From an optimization exercise on the open Yosys and OpenROAD flow, aimed at small area, a short achievable clock period and few clock cycles; shortcuts taken in it are not production practice.
Where RTL was checked, it was by simulation tests only, not by an equivalence proof against the original.

==> flow/design.v (excerpt) <==
module projeto(
    input ck,
    input inicio,
    input rst,
    input [15:0] X,
    input [15:0] A,
    input [15:0] B,
    input [15:0] C,
    output pronto,
    output overflow,
    output [15:0] resultado
);
    reg busy, pr, ov;
    reg [15:0] qa, qb;
    reg [2:0] ql;        
    wire [16:0] v = qa + qb;
    wire [15:0] m = busy ? v[15:0] : A;
    wire [15:0] k = busy ? C : B;
    wire [15:0] ra, rb;
    wire po;
    wire [2:0] pl;
    mac u(.m(m), .x(X), .k(k), .ra(ra), .rb(rb), .po(po), .pl(pl));
    always @(posedge ck) begin
        qa <= ra;
        qb <= rb;
        ql <= pl;
        ov <= po | (busy & (ov | v[16] | (|ql)));
        if (rst) begin
            busy <= 1'b0;
            pr   <= 1'b0;
        end else begin
            busy <= ~busy & inicio;
            pr   <= busy;
        end
    end
    assign pronto = pr;
    assign resultado = v[15:0];
    assign overflow = ov | v[16] | (|ql);
endmodule
Size in the first run: ~480 cells after synthesis, roughly 85 I/O pins, ~5100 um^2 of cells after synthesis.
clock: 9.5 ns
lec_check: 0
cap_margin: 20
core_margin: 2
core_utilization: 40
slew_margin: 20
standard.sh (not shown) runs the stock make flow with config.mk's settings and CLKGATE_MAP_FILE= SYNTH_SCRIPT=/design/flow/synth_recipe.tcl, a recipe that flattens the netlist after the stock synthesis.
==> flow/flow/run.sh <==
#!/bin/bash
# Standard ORFS layout with two changes: Yosys's early "abc -fast" is skipped so the
# explicit adder tree in the RTL maps straight onto full-adder cells, and port buffers
# use the smallest buffer.
set -euo pipefail
export SYNTH_ARGS="-noabc"
export BUFFER_PORTS_ARGS="-buffer_cell sky130_fd_sc_hd__buf_1"
bash standard.sh > standard.log 2>&1
Rerun with:
--- a/flow/design.v
+++ b/flow/design.v
@@ -1,16 +1,14 @@
 module mac(
     input [15:0] m,
     input [15:0] x,
     input [15:0] k,
-    output [15:0] ra,
-    output [15:0] rb,
-    output po,
-    output [2:0] pl
+    output [15:0] s,
+    output o
 );
     wire pp_0_0 = m[0] & x[0];
     wire pp_0_1 = m[0] & x[1];
     wire pp_0_2 = m[0] & x[2];
     wire pp_0_3 = m[0] & x[3];
     wire pp_0_4 = m[0] & x[4];
     wire pp_0_5 = m[0] & x[5];
     wire pp_0_6 = m[0] & x[6];
@@ -378,53 +376,49 @@
     wire s233 = s227 ^ c200 ^ c202;
     wire c234 = (s227 & c200) | (s227 & c202) | (c200 & c202);
     wire s235 = s229 ^ s231 ^ c204;
     wire c236 = (s229 & s231) | (s229 & c204) | (s231 & c204);
     wire s237 = c206 ^ s233 ^ s235;
     wire c238 = (c206 & s233) | (c206 & s235) | (s233 & s235);
     wire s239 = c208 ^ c210 ^ s237;
     wire c240 = (c208 & c210) | (c208 & s237) | (c210 & s237);
-    assign ra = {s239, s209, s181, s155, s131, s109, s89, s71, s55, s41, s29, s19, s11, s5, s1, k[0]};
-    assign rb = {1'b0, c182, 1'b0, c132, 1'b0, 1'b0, c72, 1'b0, 1'b0, c30, 1'b0, 1'b0, 1'b0, 1'b0, 1'b0, pp_0_0};
+    wire [15:0] ra = {s239, s209, s181, s155, s131, s109, s89, s71, s55, s41, s29, s19, s11, s5, s1, k[0]};
+    wire [15:0] rb = {1'b0, c182, 1'b0, c132, 1'b0, 1'b0, c72, 1'b0, 1'b0, c30, 1'b0, 1'b0, 1'b0, 1'b0, 1'b0, pp_0_0};
+    wire [16:0] sum = ra + rb;
+    assign s = sum[15:0];
     wire hi = (m[1] & (|x[15:15])) | (m[2] & (|x[15:14])) | (m[3] & (|x[15:13])) | (m[4] & (|x[15:12])) | (m[5] & (|x[15:11])) | (m[6] & (|x[15:10])) | (m[7] & (|x[15:9])) | (m[8] & (|x[15:8])) | (m[9] & (|x[15:7])) | (m[10] & (|x[15:6])) | (m[11] & (|x[15:5])) | (m[12] & (|x[15:4])) | (m[13] & (|x[15:3])) | (m[14] & (|x[15:2])) | (m[15] & (|x[15:1]));
-    assign po = hi | c212 | c214 | c216 | c218 | c220 | c222 | c224 | c226 | c228 | c230 | c232 | c234;
-    assign pl = {c236, c238, c240};
+    assign o = hi | sum[16] | c212 | c214 | c216 | c218 | c220 | c222 | c224 | c226 | c228 | c230 | c232 | c234 | c236 | c238 | c240;
 endmodule
 module projeto(
     input ck,
     input inicio,
     input rst,
     input [15:0] X,
     input [15:0] A,
     input [15:0] B,
     input [15:0] C,
     output pronto,
     output overflow,
     output [15:0] resultado
 );
     reg busy, pr, ov;
-    reg [15:0] qa, qb;
-    reg [2:0] ql;        
-    wire [16:0] v = qa + qb;
-    wire [15:0] m = busy ? v[15:0] : A;
+    reg [15:0] r;
+    wire [15:0] m = busy ? r : A;
     wire [15:0] k = busy ? C : B;
-    wire [15:0] ra, rb;
-    wire po;
-    wire [2:0] pl;
-    mac u(.m(m), .x(X), .k(k), .ra(ra), .rb(rb), .po(po), .pl(pl));
+    wire [15:0] s;
+    wire o;
+    mac u(.m(m), .x(X), .k(k), .s(s), .o(o));
     always @(posedge ck) begin
-        qa <= ra;
-        qb <= rb;
-        ql <= pl;
-        ov <= po | (busy & (ov | v[16] | (|ql)));
+        r  <= s;
+        ov <= o | (busy & ov);
         if (rst) begin
             busy <= 1'b0;
             pr   <= 1'b0;
         end else begin
             busy <= ~busy & inicio;
             pr   <= busy;
         end
     end
     assign pronto = pr;
-    assign resultado = v[15:0];
-    assign overflow = ov | v[16] | (|ql);
+    assign resultado = r;
+    assign overflow = ov;
 endmodule
After rerunning: First-iteration DRC count shrinks by about 13%. Flip-flop and latch count shrinks by 8. Non-clock buffer count grows by 2. Cell area shrinks by 6.3%. Wire length shrinks by about 13%. Worst setup slack loses 490 ps. Die area shrinks by 7.9%. Utilization grows by 1.2 points. Global-route usage shrinks by 1.4 points.
Function was not checked in any run of this note: the RTL went through the layout flow alone.

---

projeto, a different RTL version from the one above (not shown whole).
Size: ~29 flip-flops, about 85 I/O pins.
clock: 9.5 ns
lec_check: 0
cap_margin: 20
core_margin: 2
core_utilization: 40
slew_margin: 20
Scripts as last shown in full above: flow/flow/run.sh
Testbench counts at the start, summed over its fixed seeds: cycles 4,800.
Then changed:
--- a/flow/design.v
+++ b/flow/design.v
@@ -1,16 +1,14 @@
 module mac(
     input [15:0] m,
     input [15:0] x,
     input [15:0] k,
     output [15:0] ra,
     output [15:0] rb,
-    output hi,
-    output po,
-    output [3:0] pl
+    output po
 );
     wire pp_0_0 = m[0] & x[0];
     wire pp_0_1 = m[0] & x[1];
     wire pp_0_2 = m[0] & x[2];
     wire pp_0_3 = m[0] & x[3];
     wire pp_0_4 = m[0] & x[4];
     wire pp_0_5 = m[0] & x[5];
@@ -382,52 +380,46 @@
     wire c236 = (s229 & s231) | (s229 & c204) | (s231 & c204);
     wire s237 = c206 ^ s233 ^ s235;
     wire c238 = (c206 & s233) | (c206 & s235) | (s233 & s235);
     wire s239 = c208 ^ c210 ^ s237;
     wire c240 = (c208 & c210) | (c208 & s237) | (c210 & s237);
     assign ra = {s239, s209, s181, s155, s131, s109, s89, s71, s55, s41, s29, s19, s11, s5, s1, k[0]};
     assign rb = {1'b0, c182, 1'b0, c132, 1'b0, 1'b0, c72, 1'b0, 1'b0, c30, 1'b0, 1'b0, 1'b0, 1'b0, 1'b0, pp_0_0};
-    assign hi = (m[1] & (|x[15:15])) | (m[2] & (|x[15:14])) | (m[3] & (|x[15:13])) | (m[4] & (|x[15:12])) | (m[5] & (|x[15:11])) | (m[6] & (|x[15:10])) | (m[7] & (|x[15:9])) | (m[8] & (|x[15:8])) | (m[9] & (|x[15:7])) | (m[10] & (|x[15:6])) | (m[11] & (|x[15:5])) | (m[12] & (|x[15:4])) | (m[13] & (|x[15:3])) | (m[14] & (|x[15:2])) | (m[15] & (|x[15:1]));
-    assign po = c212 | c214 | c216 | c218 | c220 | c222 | c224 | c226 | c228;
-    assign pl = {c230 | c232, c234 | c236, c238, c240};
+    wire hi = (m[1] & (|x[15:15])) | (m[2] & (|x[15:14])) | (m[3] & (|x[15:13])) | (m[4] & (|x[15:12])) | (m[5] & (|x[15:11])) | (m[6] & (|x[15:10])) | (m[7] & (|x[15:9])) | (m[8] & (|x[15:8])) | (m[9] & (|x[15:7])) | (m[10] & (|x[15:6])) | (m[11] & (|x[15:5])) | (m[12] & (|x[15:4])) | (m[13] & (|x[15:3])) | (m[14] & (|x[15:2])) | (m[15] & (|x[15:1]));
+    assign po = hi | c212 | c214 | c216 | c218 | c220 | c222 | c224 | c226 | c228 | c230 | c232 | c234 | c236 | c238 | c240;
 endmodule
 module projeto(
     input ck,
     input inicio,
     input rst,
     input [15:0] X,
     input [15:0] A,
     input [15:0] B,
     input [15:0] C,
     output pronto,
     output overflow,
     output [15:0] resultado
 );
-    reg busy, pr, ov, qh;
+    reg busy, pr, ov;
     reg [15:0] qa, qb;
-    reg [3:0] ql;
     wire [16:0] v = qa + qb;
-    wire vo = ov | qh | (|ql) | v[16];
     wire [15:0] m = busy ? v[15:0] : A;
     wire [15:0] k = busy ? C : B;
     wire [15:0] ra, rb;
-    wire [3:0] pl;
-    wire hi, po;
-    mac u(.m(m), .x(X), .k(k), .ra(ra), .rb(rb), .hi(hi), .po(po), .pl(pl));
+    wire po;
+    mac u(.m(m), .x(X), .k(k), .ra(ra), .rb(rb), .po(po));
     always @(posedge ck) begin
         qa <= ra;
         qb <= rb;
-        qh <= hi;
-        ql <= pl;
-        ov <= po | (busy & vo);
+        ov <= po | (busy & (ov | v[16]));
         if (rst) begin
             busy <= 1'b0;
             pr   <= 1'b0;
         end else begin
             busy <= ~busy & inicio;
             pr   <= busy;
         end
     end
     assign pronto = pr;
     assign resultado = v[15:0];
-    assign overflow = vo;
+    assign overflow = ov | v[16];
 endmodule
Outcome: The changed run finished with timing, DRC and antenna clean; clock skew hardly moves; register-to-register slack got worse by 840 ps; die area is higher by 1.4%; sequential share of layout area is lower by 1.7 points; non-clock buffer count is lower by 2; maximum frequency is lower by 14%; worst setup slack got worse by 960 ps; critical path depth is higher by 5; synthesized cell count is higher by 1.5%; global-route usage is lower by 0.64 points; final area is lower by 0.37%.
For the second run of this note, only the layout was checked, not whether the RTL still works.

---

Another version of the RTL of projeto (not shown whole).
Size: ~460 cells after synthesis, about 29 flip-flops, about 85 I/O pins, about 4800 um2 of cells after synthesis.
==> module projeto, before the edit <==
module projeto(
    input ck,
    input inicio,
    input rst,
    input [15:0] X,
    input [15:0] A,
    input [15:0] B,
    input [15:0] C,
    output pronto,
    output overflow,
    output [15:0] resultado
);
    reg busy, pr, ov, qh;
    reg [15:0] qa, qb;
    reg [3:0] ql;
    wire [16:0] v = ~(qa + qb + 17'd1);
    wire vo = ov | qh | (|ql) | v[16];
    wire [15:0] m;       
    wire [15:0] kn = ~(busy ? C : B);
    wire [15:0] ra, rb;
    wire [14:0] cn;
    mac u(.a(A), .v(v[15:0]), .sel(busy), .m(m), .x(X), .kn(kn), .ra(ra), .rb(rb), .cn(cn));
    reg hi;
    integer i;
    always @(*) begin
        hi = 1'b0;
        for (i = 1; i < 16; i = i + 1)
            hi = hi | (m[i] & (|(X >> (16 - i))));
    end
    wire po = ~&cn[8:0];
    wire [3:0] pl = {~(cn[9] & cn[10]), ~(cn[11] & cn[12]), ~cn[13], ~cn[14]};
    always @(posedge ck) begin
        qa <= ra;
        qb <= rb;
        qh <= hi;
        ql <= pl;
        ov <= po | (busy & vo);
        if (rst) begin
            busy <= 1'b0;
            pr   <= 1'b0;
        end else begin
            busy <= ~busy & inicio;
            pr   <= busy;
        end
    end
    assign pronto = pr;
    assign resultado = v[15:0];
    assign overflow = vo;
endmodule
==> flow/config.mk <==
export PLATFORM = sky130hd
export DESIGN_NAME = projeto
export DESIGN_NICKNAME = projeto
export VERILOG_FILES = /design/flow/design.v
export SDC_FILE = /design/flow/constraint.sdc
export NUM_CORES = 4
export LEC_CHECK = 0
export CAP_MARGIN = 20
export CORE_MARGIN = 2
export CORE_UTILIZATION = 60
export CTS_BUF_LIST = sky130_fd_sc_hd__clkbuf_4 sky130_fd_sc_hd__clkbuf_8
export SETUP_SLACK_MARGIN = 3.8
export SLEW_MARGIN = 20
==> flow/constraint.sdc <==
create_clock -name core_clock -period 9.5 [get_ports {ck}]
set_input_delay 1.9000 -clock core_clock [delete_from_list [all_inputs] [get_ports {ck}]]
set_output_delay 1.9000 -clock core_clock [all_outputs]
set_load 0.01 [all_outputs]
==> flow/flow/run.sh <==
#!/bin/bash
# The standard layout (standard.sh) with these changes:
#  - the multiply-add tree, module mac, is laid out from flow/mac_cells.v, the
#    same circuit as mac in rtl/ula.v built from cells by hand (both are
#    generated by gen/mkhand.py), so that its partial products are single
#    NAND gates feeding full-adder cells of inverted polarity;
#  - synthesis skips Yosys's early "abc -fast" (SYNTH_ARGS=-noabc);
#  - port buffers use the smallest buffer.
# Registers and their names are those of the standard synthesis.
set -euo pipefail
export SYNTH_ARGS="-noabc"
export BUFFER_PORTS_ARGS="-buffer_cell sky130_fd_sc_hd__buf_1"
# design.v with module mac replaced by the cell-level one
awk '/^module mac\(/ {skip = 1} !skip {print} skip && /^endmodule/ {skip = 0}' design.v > design_cells.v
grep -q '^module mac(' design_cells.v && { echo "module mac still in design_cells.v"; exit 1; }
cat flow/mac_cells.v >> design_cells.v
sed "s#CLKGATE_MAP_FILE= #CLKGATE_MAP_FILE= VERILOG_FILES=$PWD/design_cells.v #" standard.sh > standard_cells.sh
grep -q "VERILOG_FILES=$PWD/design_cells.v" standard_cells.sh
bash standard_cells.sh > standard.log 2>&1
Other scripts of this flow, unchanged in this note and not shown: flow/flow/mac_cells.v
==> next run, changes <==
--- a/flow/design.v
+++ b/flow/design.v
@@ -402,11 +402,11 @@
     output overflow,
     output [15:0] resultado
 );
-    reg busy, pr, ov, qh;
+    reg busy, pr, ov;
     reg [15:0] qa, qb;
-    reg [3:0] ql;
+    reg [1:0] ql;
     wire [16:0] v = ~(qa + qb + 17'd1);
-    wire vo = ov | qh | (|ql) | v[16];
+    wire vo = ov | (|ql) | v[16];
     wire [15:0] m;       
     wire [15:0] kn = ~(busy ? C : B);
     wire [15:0] ra, rb;
@@ -419,12 +419,11 @@
         for (i = 1; i < 16; i = i + 1)
             hi = hi | (m[i] & (|(X >> (16 - i))));
     end
-    wire po = ~&cn[8:0];
-    wire [3:0] pl = {~(cn[9] & cn[10]), ~(cn[11] & cn[12]), ~cn[13], ~cn[14]};
+    wire po = hi | ~&cn[11:0];
+    wire [1:0] pl = {~(cn[12] & cn[13]), ~cn[14]};
     always @(posedge ck) begin
         qa <= ra;
         qb <= rb;
-        qh <= hi;
         ql <= pl;
         ov <= po | (busy & vo);
         if (rst) begin
Effect: Design area drops by 3.5%; first-iteration DRC count climbs by 14%; flip-flop and latch count drops by 3; sequential share of layout area drops by 0.81 points; area after synthesis drops by 3.4%; via count drops by 3.4%; fmax drops by 0.87%; global-route usage drops by 1.7 points; register-to-register slack degrades by 0.08 ns.
Testbench counts after the change, summed over its fixed seeds: cycles 4,800.
No functional check of the RTL was part of the first run of this note.

---

the reference run:
Another version of the RTL of projeto (not shown whole).
Size: roughly 480 cells after synthesis, ~33 flip-flops, roughly 85 I/O pins, roughly 4900 um2 of cells after synthesis.
==> module projeto, before the edit <==
module projeto(
    input ck,
    input inicio,
    input rst,
    input [15:0] X,
    input [15:0] A,
    input [15:0] B,
    input [15:0] C,
    output pronto,
    output overflow,
    output [15:0] resultado
);
    reg busy, pr, ov;
    reg [15:0] qa, qb, qc;
    reg [1:0] ql;
    wire [15:0] ta = ~qa, tb = ~qb, tc = ~qc;
    wire [15:0] cs = ta ^ tb ^ tc;
    wire [15:0] cm = (ta & tb) | (ta & tc) | (tb & tc);
    wire [17:0] vs = {2'b00, cs} + {1'b0, cm, 1'b0};
    wire [16:0] v = {|vs[17:16], vs[15:0]};
    wire vo = ov | (|ql) | v[16];
    wire [15:0] m;       
    wire [15:0] kn = ~(busy ? C : B);
    wire [15:0] ra, rb, rc;
    wire [5:0] cn;
    mac u(.a(A), .v(v[15:0]), .sel(busy), .m(m), .x(X), .kn(kn), .ra(ra), .rb(rb), .rc(rc), .cn(cn));
    reg hi;
    integer i;
    always @(*) begin
        hi = 1'b0;
        for (i = 1; i < 16; i = i + 1)
            hi = hi | (m[i] & (|(X >> (16 - i))));
    end
    wire po = hi | ~&cn[3:0];
    wire [1:0] pl = {~cn[4], ~cn[5]};
    always @(posedge ck) begin
        qa <= ra;
        qb <= rb;
        qc <= rc;
        ql <= pl;
        ov <= po | (busy & vo);
        if (rst) begin
            busy <= 1'b0;
            pr   <= 1'b0;
        end else begin
            busy <= ~busy & inicio;
            pr   <= busy;
        end
    end
    assign pronto = pr;
    assign resultado = v[15:0];
    assign overflow = vo;
endmodule
clock: 9.5 ns
lec_check: 0
cap_margin: 20
core_margin: 2
core_utilization: 60
cts_buf_list: sky130_fd_sc_hd__clkbuf_4 sky130_fd_sc_hd__clkbuf_8
setup_slack_margin: 4.0
slew_margin: 20
==> flow/flow/run.sh <==
#!/bin/bash
# The standard layout (standard.sh) with these changes:
#  - the multiply-add tree, module mac, is laid out from flow/mac_cells.v, the
#    same circuit as mac in rtl/ula.v built from cells by hand (both are
#    generated by gen/mkhand.py), so that its partial products are single
#    NAND gates feeding full-adder cells of inverted polarity;
#  - synthesis skips Yosys's early "abc -fast" (SYNTH_ARGS=-noabc);
#  - port buffers use the smallest buffer, but for the X ports (buf_4).
# Registers and their names are those of the standard synthesis.
set -euo pipefail
export SYNTH_ARGS="-noabc"
export BUFFER_PORTS_ARGS="-buffer_cell sky130_fd_sc_hd__buf_1"
# ... except the X ports, whose buffers drive many gates (flow/xbuf.tcl)
export POST_GLOBAL_PLACE_TCL="$PWD/flow/xbuf.tcl"
# design.v with module mac replaced by the cell-level one
awk '/^module mac\(/ {skip = 1} !skip {print} skip && /^endmodule/ {skip = 0}' design.v > design_cells.v
grep -q '^module mac(' design_cells.v && { echo "module mac still in design_cells.v"; exit 1; }
cat flow/mac_cells.v >> design_cells.v
sed "s#CLKGATE_MAP_FILE= #CLKGATE_MAP_FILE= VERILOG_FILES=$PWD/design_cells.v #" standard.sh > standard_cells.sh
grep -q "VERILOG_FILES=$PWD/design_cells.v" standard_cells.sh
bash standard_cells.sh > standard.log 2>&1
Other scripts of this flow, unchanged in this note and not shown: flow/flow/mac_cells.v, flow/flow/xbuf.tcl
The following lists how the trial run was set up differently from the reference run:
diff --git a/flow/design.v b/flow/design.v
--- a/flow/design.v
+++ b/flow/design.v
@@ -387,11 +387,11 @@
     output overflow,
     output [15:0] resultado
 );
     reg busy, pr, ov;
     reg [15:0] qa, qb, qc;
-    reg [1:0] ql;
+    reg [2:0] ql;
     wire [15:0] ta = ~qa, tb = ~qb, tc = ~qc;
     wire [15:0] cs = ta ^ tb ^ tc;
     wire [15:0] cm = (ta & tb) | (ta & tc) | (tb & tc);
     wire [17:0] vs = {2'b00, cs} + {1'b0, cm, 1'b0};
     wire [16:0] v = {|vs[17:16], vs[15:0]};
@@ -406,12 +406,12 @@
     always @(*) begin
         hi = 1'b0;
         for (i = 1; i < 16; i = i + 1)
             hi = hi | (m[i] & (|(X >> (16 - i))));
     end
-    wire po = hi | ~&cn[3:0];
-    wire [1:0] pl = {~cn[4], ~cn[5]};
+    wire po = hi;
+    wire [2:0] pl = {~&cn[3:0], ~cn[4], ~cn[5]};
     always @(posedge ck) begin
         qa <= ra;
         qb <= rb;
         qc <= rc;
         ql <= pl;
Results
- The filler cell count in the final layout in the trial run sits 5 above the value recorded for the reference run.
- Going from the reference run to the trial run, average wire per standard cell lost 7.1%, width of the chip lost about 0.8%, global-route met3 utilization picked up an extra 0.43 points.
- In the reports for the trial run and the reference run, the larger placeable core area belongs to the reference run.
- The trial run vs the reference run — maximum number of pins on one net before global-route repair rose 50%.
- In the trial run the count of placed standard cells in the final layout, fillers left out turned out 0.92% lower than in the reference run.
- Between the trial run and the reference run, the fraction of final layout cells with drive strength greater than 1 is lower for the trial run.
- Total of hold buffers inserted after clock tree synthesis: the trial run vs the reference run identical
Testbench counts of the trial run, summed over its fixed seeds: cycles 4,800.
The RTL of the reference run was laid out without a check of its function.

==> re-timing with driven ports <==
Ports are ideal in the flow. The routed layouts listed here were re-timed in OpenROAD.
Step 1 sets driving cells, clkbuf_16 on the clock port and buf_2 on the other inputs (assumed; they add their load-dependent delay and slew).
Step 2 also shifts input and output timing later by t, the mid clock arrival at the registers, as if the neighbouring blocks saw the same clock.
a / b / c = ideal ports / drivers / drivers and shift; a / b = the first two.
run	t (ns)	slack for setup (ns)	worst setup path at the end	worst slew at a driven data input, ns
the first run of note 1	0.289	3.081 / 3.090 / 2.801	input to register	0.03
the second run of note 1	0.279	2.588 / 2.599 / 2.320	input to register	0.03
the first run of note 2	0.315	3.479 / 3.493 / 3.178	input to register	0.06
the second run of note 2	0.289	2.518 / 2.522 / 2.233	input to register	0.03
the first run of note 3	0.317	3.932 / 3.933 / 3.616	input to register	0.04
the second run of note 3	0.308	3.882 / 3.890 / 3.582	input to register	0.04
the reference run	0.318	4.511 / 4.504 / 4.222	input to register	0.04
the trial run	0.315	4.593 / 4.601 / 4.286	input to register	0.03
After both steps setup and hold are still met in every run listed. For the first run of note 3, which loses most, drivers alone change the setup slack by +0.001 ns; drivers and shift together by -0.316 ns.
